Background: an optimization exercise with open tools, aiming at small area, a short achievable clock period and few clock cycles. Do not read the settings as production practice.
No functional check of the RTL was part of any run shown here.
Power figures rest on the tool's default switching activity, not on a simulated workload.

<file path="flow/run.sh">
#!/bin/bash
# synth_recipe.tcl (not shown) runs the flow's synth.tcl, then flattens the netlist and writes it again
# the make line also repeats each setting of config.mk as NAME=value (left out here)
make -C /OpenROAD-flow-scripts/flow DESIGN_CONFIG=/design/flow/config.mk WORK_HOME=/design/flow/orfs CLKGATE_MAP_FILE= SYNTH_SCRIPT=/design/flow/synth_recipe.tcl finish
</file>
<file path="flow/config.mk">
export PLATFORM = sky130hd
export DESIGN_NAME = day2pt2
export DESIGN_NICKNAME = day2pt2
export VERILOG_FILES = /design/flow/design.v
export SDC_FILE = /design/flow/constraint.sdc
export NUM_CORES = 4
export LEC_CHECK = 0
export CAP_MARGIN = 20
export CORE_MARGIN = 2
export CORE_UTILIZATION = 40
export SLEW_MARGIN = 20
</file>
<file path="flow/constraint.sdc">
create_clock -name core_clock -period 10.0 [get_ports {clk}]
set_input_delay 2.0000 -clock core_clock [delete_from_list [all_inputs] [get_ports {clk}]]
set_output_delay 2.0000 -clock core_clock [all_outputs]
set_load 0.01 [all_outputs]
</file>
<file path="flow/design.v">
`timescale 1 ps / 1 ps
module day2pt2(
  input  logic clk,
  input  logic rst,
  input logic tvalid_rx,
  output logic tready_rx,
  input logic [7:0] tdata_rx,
  input logic tlast_rx,
  output logic tvalid_tx,
  input logic tready_tx,
  output logic [31:0] tdata_tx,
  output logic tlast_tx
);
localparam logic [31:0] CUT = 32'h0410_8420;  
logic       rv;          
logic       rl;          
logic [6:0] rd;          
always @(posedge clk) begin
  rv <= ~rst & tvalid_rx & tready_rx;
  rl <= tlast_rx;
  rd <= tdata_rx[6:0];
end
logic is_digit;
assign is_digit = ~rd[6] & rd[4] & ~(rd[3] & rd[1]);
logic       prevd;       
logic       sp;          
logic [7:0] v;           
logic       pR, pG, pB;  
logic       urgent;      
logic       end_flag;    
logic [6:0] mR, mG, mB;
logic [6:0] A;
logic [3:0] ph;
logic       en2;         
logic [31:0] acc;
logic [31:0] cr;         
logic pending, blocked, go, s1, s1_last, s2, s2_last;
assign pending = pR | pG | pB;
assign blocked = (ph != 4'd0);
assign go      = end_flag & ~blocked & ~pending;
assign s1      = go | (ph != 4'd0 && ph <= 4'd6);
assign s1_last = (ph == 4'd6);
assign s2      = (ph >= 4'd7);
assign s2_last = (ph == 4'd13);
logic commit;
assign commit = pending & ~blocked;
logic [6:0] msel;
assign msel = ({7{pR}} & mR) | ({7{pG}} & mG) | ({7{pB}} & mB);
logic gt;
always_comb begin
  logic g, e;
  g = 1'b0; e = 1'b1;
  for (int i = 6; i >= 0; i--) begin
    g = g | (e & v[i] & ~msel[i]);
    e = e & ~(v[i] ^ msel[i]);
  end
  gt = g;
end
logic [6:0] vbin;
always_comb begin
  logic [6:0] x, y, z, s, cs;
  logic c;
  x = {v[7:4], 3'b0};
  y = {2'b0, v[7:4], 1'b0};
  z = {3'b0, v[3:0]};
  cs[0] = 1'b0;
  for (int i = 0; i < 7; i++) s[i] = x[i] ^ y[i] ^ z[i];
  for (int i = 0; i < 6; i++) cs[i+1] = (x[i] & y[i]) | (x[i] & z[i]) | (y[i] & z[i]);
  c = 1'b0;
  for (int i = 0; i < 7; i++) begin
    vbin[i] = s[i] ^ cs[i] ^ c;
    c = (s[i] & cs[i]) | (s[i] & c) | (cs[i] & c);
  end
end
logic [7:0] sum1;
always_comb begin
  logic c, c0, c1, b;
  logic [2:0] h0, h1;
  c = 1'b0;
  for (int i = 0; i < 4; i++) begin
    b = s1 & mG[0] & mR[i];
    sum1[i] = A[i] ^ b ^ c;
    c = (A[i] & b) | (A[i] & c) | (b & c);
  end
  c0 = 1'b0; c1 = 1'b1;
  for (int i = 4; i < 7; i++) begin
    b = s1 & mG[0] & mR[i];
    h0[i-4] = A[i] ^ b ^ c0;
    h1[i-4] = A[i] ^ b ^ c1;
    c0 = (A[i] & b) | (A[i] & c0) | (b & c0);
    c1 = (A[i] & b) | (A[i] & c1) | (b & c1);
  end
  sum1[6:4] = c ? h1 : h0;
  sum1[7]   = c ? c1 : c0;
end
logic [19:0] T;
assign T = {A, mG, mR[5:0]};
logic [31:0] addend;
assign addend = {12'd0, T & {20{en2}}};
logic [31:0] accn;
logic [31:0] crn;
always_comb begin
  logic c;
  c = 1'b0;
  crn = '0;
  for (int i = 0; i < 32; i++) begin
    if (CUT[i]) begin
      crn[i] = c;
      c = cr[i];
    end
    accn[i] = acc[i] ^ addend[i] ^ c;
    c = (acc[i] & addend[i]) | (acc[i] & c) | (addend[i] & c);
  end
end
logic carries;
assign carries = |(cr & CUT);
logic [3:0] ph_n;
always_comb begin
  if (go) ph_n = 4'd1;
  else if (s2_last) ph_n = 4'd0;
  else if (ph != 4'd0) ph_n = ph + 4'd1;
  else ph_n = 4'd0;
end
logic pR_n, pG_n, pB_n, pend_n, urgent_n, end_n;
logic newc;
assign newc = rv & sp;
assign pR_n = newc ? ( rd[4])          : (pR & ~commit);
assign pG_n = newc ? (~rd[4] &  rd[0]) : (pG & ~commit);
assign pB_n = newc ? (~rd[4] & ~rd[0]) : (pB & ~commit);
assign pend_n   = pR_n | pG_n | pB_n;
assign urgent_n = pend_n & pending & (urgent | (rv & ~rd[6]));
assign end_n    = (end_flag & ~go) | (rv & rl);
logic stall_n;
assign stall_n = (pend_n & urgent_n & (ph_n != 4'd0)) |
                 (end_n & ((ph_n != 4'd0) | pend_n));
logic done;
assign done = tready_tx & ~end_flag & ~blocked & ~rv & ~carries;
always @(posedge clk) begin
  if (rst) begin
    prevd <= 1'b0;
    sp <= 1'b0;
    pR <= 1'b0;
    pG <= 1'b0;
    pB <= 1'b0;
    urgent <= 1'b0;
    end_flag <= 1'b0;
    ph <= 4'd0;
    en2 <= 1'b0;
    tready_rx <= 1'b0;
    tvalid_tx <= 1'b0;
  end else begin
    if (rv) begin
      prevd <= is_digit;
      sp <= prevd & ~rd[4];
    end
    pR <= pR_n;
    pG <= pG_n;
    pB <= pB_n;
    urgent <= urgent_n;
    end_flag <= end_n;
    ph <= ph_n;
    en2 <= (ph_n >= 4'd7) & (s2 ? mB[5] : mB[6]);
    tready_rx <= ~stall_n;
    tvalid_tx <= tvalid_tx | done;
  end
end
always @(posedge clk) begin
  if (rv & is_digit)
    v <= prevd ? {v[3:0], rd[3:0]} : {4'd0, rd[3:0]};
  else if (rv & prevd & ~rd[4])
    v <= {1'b0, vbin};
end
always @(posedge clk) begin
  if (rst) A <= '0;
  else A <= sum1[7:1];
end
always @(posedge clk) begin
  if (rst) begin
    mR <= '0;
    mG <= '0;
    mB <= '0;
  end else begin
    if (s1 | s2) begin
      if (s2_last) mG <= '0;
      else mG <= {sum1[0], mG[6:1]};
    end else if (commit & gt & pG) mG <= v[6:0];
    if (s1_last | s2_last) mR <= '0;
    else if (s2) mR <= {1'b0, mG[0], mR[5:1]};
    else if (commit & gt & pR) mR <= v[6:0];
    if (s2) mB <= {mB[5:0], 1'b0};
    else if (commit & gt & pB) mB <= v[6:0];
  end
end
always @(posedge clk) begin
  if (rst) begin
    acc <= '0;
    cr <= '0;
  end else begin
    acc <= accn;
    cr <= crn & CUT;
  end
end
assign tdata_tx = acc;
assign tlast_tx = tvalid_tx;
endmodule
</file>
==> reports/results.ini, run 1 <==
[timing]
tightest_slew_ns = 0.814
timing.hold.ws_ns = 0.438
worst_slack_ns = 6.23
setup_tns_ns = 0
hold_violations = 0
setup_viol = 0
fin_crit_ns = 3.77
rsz0062_at_grt = no
maxSlewHeadroom_pct = 45.7
timing.fmax_ghz = 0.265
timing.final.crit_share_pct = 37.7
skew_ns = 0.00741
slew_violations = 0

[worst_setup_path]
worstPathRequired_ns = 10.26
rrSetupSlack_ns = 6.23
cp.arrival_ns = 4.03
timing.rr.end = A[5]
regToRegStartpoint = ph[0]
critPathLaunchType = register
end_kind = register
worst-path-max-fanout = 7
r2r_cells = 17
worst-setup-path-type = register to register

[clock_network]
cts.path.max_buffers = 2
cts.sinks = 95
ctsResizeCount = 0
hold_buffers = 0
cts_tree = yes
path_clk_slew_ns = 0.06
cts-root-buf = clkbuf_16
cts_buffers = 9
post_cts_buffers = 0
clk_latency_ns = 0.34
htree_num_levels = 3

[pwr]
switchingPower_uw = 241
seqPwrFrac_pct = 47.5
p_comb_share_pct = 15.0
clkPwrFrac_pct = 37.5
p_int_uw = 638
p_per_area_nw_per_um2 = 150
p_leak_uw = 0.00226
peakVddDrop_mv = 0.100
swShare_pct = 27.4

[global_routing]
grt_pass1_vias = 3834
grt_use_total_pct = 17.0
overflow = 0
grt_pass1_wl_um = 18100
antenna_found_initial = 0
grt_max_degree = 73

[floorplanning]
dieArea_um2 = 13500
dieWidth_um = 116
placementRows = 40
start_util_pct = 41.4
io_pins = 48
die_y_um = 116
core_area_um2 = 12100

[run]
maxCapViolCount = 0

[drt]
drtIter0Drc = 212
dr.pass1.iters = 5
top_layer_used = met4
wl_per_cell_um = 14.7
wl_met2_um = 5180
wirelength_met1_um = 5000
route.detailed.drc = 0
via_count = 3950
wl_met3_um = 439
wl_um = 10800
postRouteAntennaNets = 0
viasPerCell = 5.40

[final_layout]
antenna_cells = 0
drive_gt1_share_pct = 4.80
nets = 623
final_util_pct = 48.3
syn_to_final_growth_pct = 16.6

[logic_synthesis]
synth-main-ff-cell = dfxtp_1
yosys_warnings = 1
yosys-top-cells-area = dfxtp_1 35%, fa_1 10%, ha_1 6.5%
ys_seq_elements = 95
yosysMostFrequentCell = dfxtp_1
synthCells = 529
synth_top_area_cell = dfxtp_1
synth_edf_count = 8
syn_area_um2 = 5020
yosysTopAreaCellShare_pct = 34.7
syn_nets = 594
ys_async_sr_fraction_pct = 0
syn_avg_cell_area_um2 = 9.48
synth_commonest_cells = 87 x dfxtp_1, 35 x inv_1, 35 x nand2_1
ys_seq_area_share_pct = 39.5
synth_cell_types = 59

[min_path]
hp-start = tready_rx
min_to = rv
worstHoldPathType = register to register
holdPathStages = 2

[place]
place_ws_ns = 6.26
io_buffers = 45
finalWeightedCongestion = 0.890
dpl.hpwl_um = 7880

[outcome]
status = timing/DRC/antenna clean

## cells by family after synthesis
group	Yosys count	share of synthesized area, %
mux	2	0.424
xor+xnor	8	1.40
fa+ha+maj	52	16.9
flops	95	39.5
buf+inv	66	5.46
compound gates	123	16.7
simple gates	183	19.7
## power by group through the flow
stage / clock (uW) / sequential (uW) / combinational (uW)
6_report: 330 / 417 / 132
5_1_grt: 357 / 419 / 148
4_1_cts: 340 / 417 / 131
3_5_place_dp: 0 / 426 / 130
3_3_place_gp: 0 / 425 / 125
2_1_floorplan: 0 / 418 / 99.0
## cell type report
cell class	count	area (um^2)
multi-input combinational	368	2760
clock inverter	7	63.8
sequential	95	1980
timing repair buffer	49	475
tap	168	210
fill	1201	6260
clock buffer	9	225
inverter	35	131
## worst max-delay path by stage
| stage | startpoint | cells after the start | to |
|---|---|---|---|
| floorplan | ph[0] | 16 | A[5] |
| CTS | ph[0] | 17 | A[5] |
| detailed placement | ph[0] | 17 | A[5] |
| global placement | ph[0] | 17 | A[6] |
| finish | ph[0] | 17 | A[5] |
| global route | ph[0] | 17 | A[6] |
## flip-flops by register name, indices dropped and copies added (netlist names), 4 cells and up
signal	cells
acc	32
v	8
A	7
mB	7
mG	7
mR	7
rd	6
cr	5
ph	4
## cell usage in the layout (no fill, tap or decap), types with 11 or more instances in the layout
cell             instances
dfxtp_1                 87
clkdlybuf4s50_1         44
inv_1                   35
nand2_1                 35
nor2_1                  32
nor2b_1                 32
o21ai_0                 28
fa_1                    26
ha_1                    26
a21oi_1                 25
and2_1                  22
nand3_1                 14
nand4_1                 14
o311ai_1                12
a31oi_1                 11
## stage by stage
stage,total power [uW],instance area [um^2],instances
CTS,888,5850,731
floorplan,517,5020,529
detailed placement,556,5560,715
global route,924,5850,731
finish,879,5850,731
global placement,550,5560,715
## per-layer routing
metal	up-vias	GRT usage, %
met5	-	0
met4	0	4.92
met3	12	4.13
met2	95	28.5
met1	1900	21.8
li1	1943	-
## worst max-delay path, stage by stage, from the launching register on
cell,delay (ns)
dfxtp_1,0.36
inv_1,0.16
ha_1,0.22
nor3b_1,0.20
buf_4,0.19
nand3_1,0.27
a21oi_1,0.43
and2_1,0.19
ha_1,0.16
fa_1,0.16
inv_1,0.05
fa_1,0.34
inv_1,0.07
fa_1,0.22
mux2i_1,0.29
a21oi_1,0.10
o21a_1,0.18
nor3_1,0.12
==> run 2: changes to the inputs <==
==> flow/flow/run.sh (new file) <==
#!/bin/bash
# The standard layout, with plain buffers on the ports instead of the delay
# buffers buffer_ports picks by default.  Everything else is the standard.sh.
set -euo pipefail
export BUFFER_PORTS_ARGS="-buffer_cell sky130_fd_sc_hd__buf_1"
bash standard.sh > make_finish.log 2>&1
==> flow/standard.sh (new file) <==
#!/bin/bash
# synth_recipe.tcl (not shown) runs the flow's synth.tcl, then flattens the netlist and writes it again
# the make line also repeats each setting of config.mk as NAME=value (left out here)
make -C /OpenROAD-flow-scripts/flow DESIGN_CONFIG=/design/flow/config.mk WORK_HOME=/design/flow/orfs CLKGATE_MAP_FILE= SYNTH_SCRIPT=/design/flow/synth_recipe.tcl "${@:-finish}"
removed: flow/run.sh
==> reports/results.ini, run 2 <==
[global_routing]
overflow = 0  ; unchanged
grt_pass1_vias = 3865  ; +0.81%
grt_use_total_pct = 17.8  ; +0.87 points
antenna_found_initial = 0  ; unchanged
grt_pass1_wl_um = 18900  ; +4.4%
grt_max_degree = 73  ; unchanged

[final_layout]
nets = 623  ; unchanged
layout_commonest_cell = dfxtp_1
regMostFlops = acc
num-fill-cells = 1185  ; -1.3%
multiInputGateArea_um2 = 2760  ; unchanged
fin_area_um2 = 5550  ; -5.1%
syn_to_final_growth_pct = 10.7
final_util_pct = 45.8  ; -2.5 points
drive_gt1_share_pct = 4.80  ; unchanged
layout.cells.non_filler = 731  ; unchanged
largest_reg_flops = 32  ; unchanged
reg.largest.list = acc (32), v (8)
antenna_cells = 0  ; unchanged
final_cell_mix = 87 x dfxtp_1, 44 x buf_1, 35 x inv_1, 35 x nand2_1
seq_area_um2 = 1980  ; unchanged

[logic_synthesis]
synth-main-ff-cell = dfxtp_1
ys_seq_elements = 95  ; unchanged
yosys-top-cells-area = dfxtp_1 35%, fa_1 10%, ha_1 6.5%
ys_async_sr_fraction_pct = 0  ; unchanged
ys_seq_area_share_pct = 39.5  ; unchanged
synthCells = 529  ; unchanged
syn_area_um2 = 5020  ; unchanged
synth_edf_count = 8  ; unchanged
yosys_warnings = 1  ; unchanged
synth_cell_types = 59  ; unchanged
yosysTopAreaCellShare_pct = 34.7  ; unchanged
yosysMostFrequentCell = dfxtp_1
syn_avg_cell_area_um2 = 9.48  ; unchanged
syn_nets = 594  ; unchanged
synth_top_area_cell = dfxtp_1
synth_commonest_cells = 87 x dfxtp_1, 35 x inv_1, 35 x nand2_1

[pwr]
p_comb_share_pct = 15.0  ; about the same
clkPwrFrac_pct = 36.4  ; -1.1 points
swShare_pct = 29.0  ; +1.6 points
p_leak_uw = 0.00214  ; -5.2%
switchingPower_uw = 250  ; +3.6%
seqPwrFrac_pct = 48.6  ; +1.1 points
p_total_uw = 859  ; -2.3%
peakVddDrop_mv = 0.119  ; +19%
p_per_area_nw_per_um2 = 155  ; +3.0%
p_int_uw = 610  ; -4.5%

[drt]
via_count = 3968  ; +0.46%
route.detailed.drc = 0  ; unchanged
postRouteAntennaNets = 0  ; unchanged
wl_per_cell_um = 15.1  ; +2.6%
wl_um = 11000  ; +2.6%
drtIter0Drc = 326  ; +54%
viasPerCell = 5.43  ; +0.46%
dr.pass1.iters = 8  ; +3

[place]
placedCellCount = 715  ; unchanged
finalWeightedCongestion = 0.866  ; -2.7%
dpl.hpwl_um = 7750  ; -1.7%
io_buffers = 45  ; unchanged
place_area_um2 = 5280  ; -5.0%

[timing]
fin_crit_ns = 3.75  ; -0.0191 ns
timing.final.crit_share_pct = 37.5  ; -0.19 points
rsz0062_at_grt = no
slew_violations = 0  ; unchanged
tightest_slew_ns = 0.863  ; +0.0496 ns
timing.fmax_ghz = 0.267  ; +0.51%
skew_ns = 0.00501  ; -0.00240 ns
setup_tns_ns = 0  ; unchanged
hold_violations = 0  ; unchanged
setup_viol = 0  ; unchanged
maxSlewHeadroom_pct = 42.4  ; -3.3 points

[worst_setup_path]
r2r_cells = 16  ; -1
worst-setup-path-type = register to register
critPathLaunchType = register
regToRegStartpoint = ph[0]
slowest_delay_ns = 0.44  ; about the same
timing.rr.end = A[5]
rrSetupSlack_ns = 6.25  ; +0.02 ns
critPathSlowestCell = a21oi_1
cp.arrival_ns = 4.02  ; about the same
crit_chain = inv_1 > ha_1 > nor3b_1 > nand3_1 > a21oi_1 > and2_1 > ha_1 > fa_1 > inv_1 > fa_1 > inv_1 > fa_1 > mux2i_1 > a21oi_1 > o21a_1 > nor3_1
crit_family = adder cells
worst-path-max-fanout = 7  ; unchanged
worstPathRequired_ns = 10.27  ; about the same
startpoint = ph[0]
end_kind = register
crit_buf_inv = 3  ; -1

[min_path]
holdPathStages = 2  ; unchanged
hp-start = tready_rx
worstHoldPathType = register to register
min_to = rv

[floorplanning]
start_util_pct = 41.4  ; unchanged
dieWidth_um = 116  ; unchanged
die_y_um = 116  ; unchanged
io_pins = 48  ; unchanged
placementRows = 40  ; unchanged
core_area_um2 = 12100  ; unchanged
dieArea_um2 = 13500  ; unchanged

[clock_network]
hold_buffers = 0  ; unchanged
cts_buffers = 9  ; unchanged
cts.sinks = 95  ; unchanged
cts.path.max_buffers = 2  ; unchanged
post_cts_buffers = 0  ; unchanged
htree_num_levels = 3  ; unchanged
path_clk_slew_ns = 0.06  ; about the same
clk_latency_ns = 0.34  ; about the same
cts-root-buf = clkbuf_16
cts_tree = yes
ctsResizeCount = 0  ; unchanged

[outcome]
status = timing/DRC/antenna clean

[run]
maxCapViolCount = 0  ; unchanged

-- run 2: cell counts after synthesis --
Identical to the previous run, type by type.
-- run 2: how the worst max path moves through the flow --
stage	to	slack, ns	depth (start not counted)
detailed placement	A[5]	6.34	16
global route	A[5]	5.86	16
CTS	A[5]	6.26	16
global placement	A[6]	6.40	14
finish	A[5]	6.25	16
floorplan	A[5]	6.53	16
-- run 2: stage by stage --
step           setup WS [ns]  hold slack (ns)
2_1_floorplan           6.53            0.455
3_3_place_gp            6.40            0.422
3_5_place_dp            6.34            0.430
4_1_cts                 6.26            0.444
5_1_grt                 5.86            0.480
6_report                6.25            0.440
-- run 2: routing by layer --
layer | up-vias | GRT usage, % | share of wire, %
met5 | - | 0 | 0
met4 | 0 | 7.38 | 2.4
met3 | 25 | 3.61 | 4.7
met2 | 108 | 27.9 | 46
met1 | 1896 | 24.2 | 47
li1 | 1939 | - | -
-- run 2: cells by family (layout without fill, tap and decap cells) --
family                   Yosys count  count (layout)  share of synthesized area, %
buffers and inverters             66             100                          5.46
flip-flops                        95              95                          39.5
AND/OR/NAND/NOR                  183             183                          19.7
XOR/XNOR                           8               8                          1.40
adder cells (fa/ha/maj)           52              52                          16.9
multiplexers                       2               2                         0.424
AO/OA/AOI/OAI                    123             123                          16.7
-- run 2: area by class of cell --
class                   count  share of cell area (%)
repair buffers             49                    3.61
clock inverters             6                   0.676
flip-flops and latches     95                    35.7
inverters                  35                    2.37
well taps                 168                    3.79
clock buffers              10                    4.13
multi-input cells         368                    49.7
-- run 2: worst register-to-register path, stage by stage (launching register included) --
cell and delay [ns]:
dfxtp_1 0.37, inv_1 0.17, ha_1 0.24, nor3b_1 0.26, nand3_1 0.30, a21oi_1 0.44
and2_1 0.19, ha_1 0.17, fa_1 0.16, inv_1 0.05, fa_1 0.35, inv_1 0.07
fa_1 0.22, mux2i_1 0.28, a21oi_1 0.11, o21a_1 0.18, nor3_1 0.12
-- run 2: power groups by stage --
stage | clock, uW | sequential, uW | combinational [uW]
2_1_floorplan | 0 | 418 | 99.0
3_3_place_gp | 0 | 425 | 121
3_5_place_dp | 0 | 426 | 124
4_1_cts | 323 | 417 | 126
5_1_grt | 339 | 420 | 148
6_report | 313 | 418 | 129

## port drivers added, routing unchanged
The flow's constraints put no driver on any port. The routed layouts listed below were extracted and timed again, unchanged, in two steps.
Step 1, drivers: a clkbuf_16 drives clk and a buf_2 each remaining input, both assumed.
Step 2 times the ports against the registers' clock, not the clock port: input delays grow and output delays shrink by t, the midpoint of the rising clock arrivals with the driver on.
Three values: no drivers, after step 1, after step 2; two values: the first two.
run	shift t [ns]	setup slack, ns	worst setup path at the end	pins driven straight from the clock port
run 1	0.372	6.232 / 6.232 / 6.232	register to register	1
run 2	0.382	6.251 / 6.251 / 6.251	register to register	1
After both steps setup and hold are still met in every run listed.
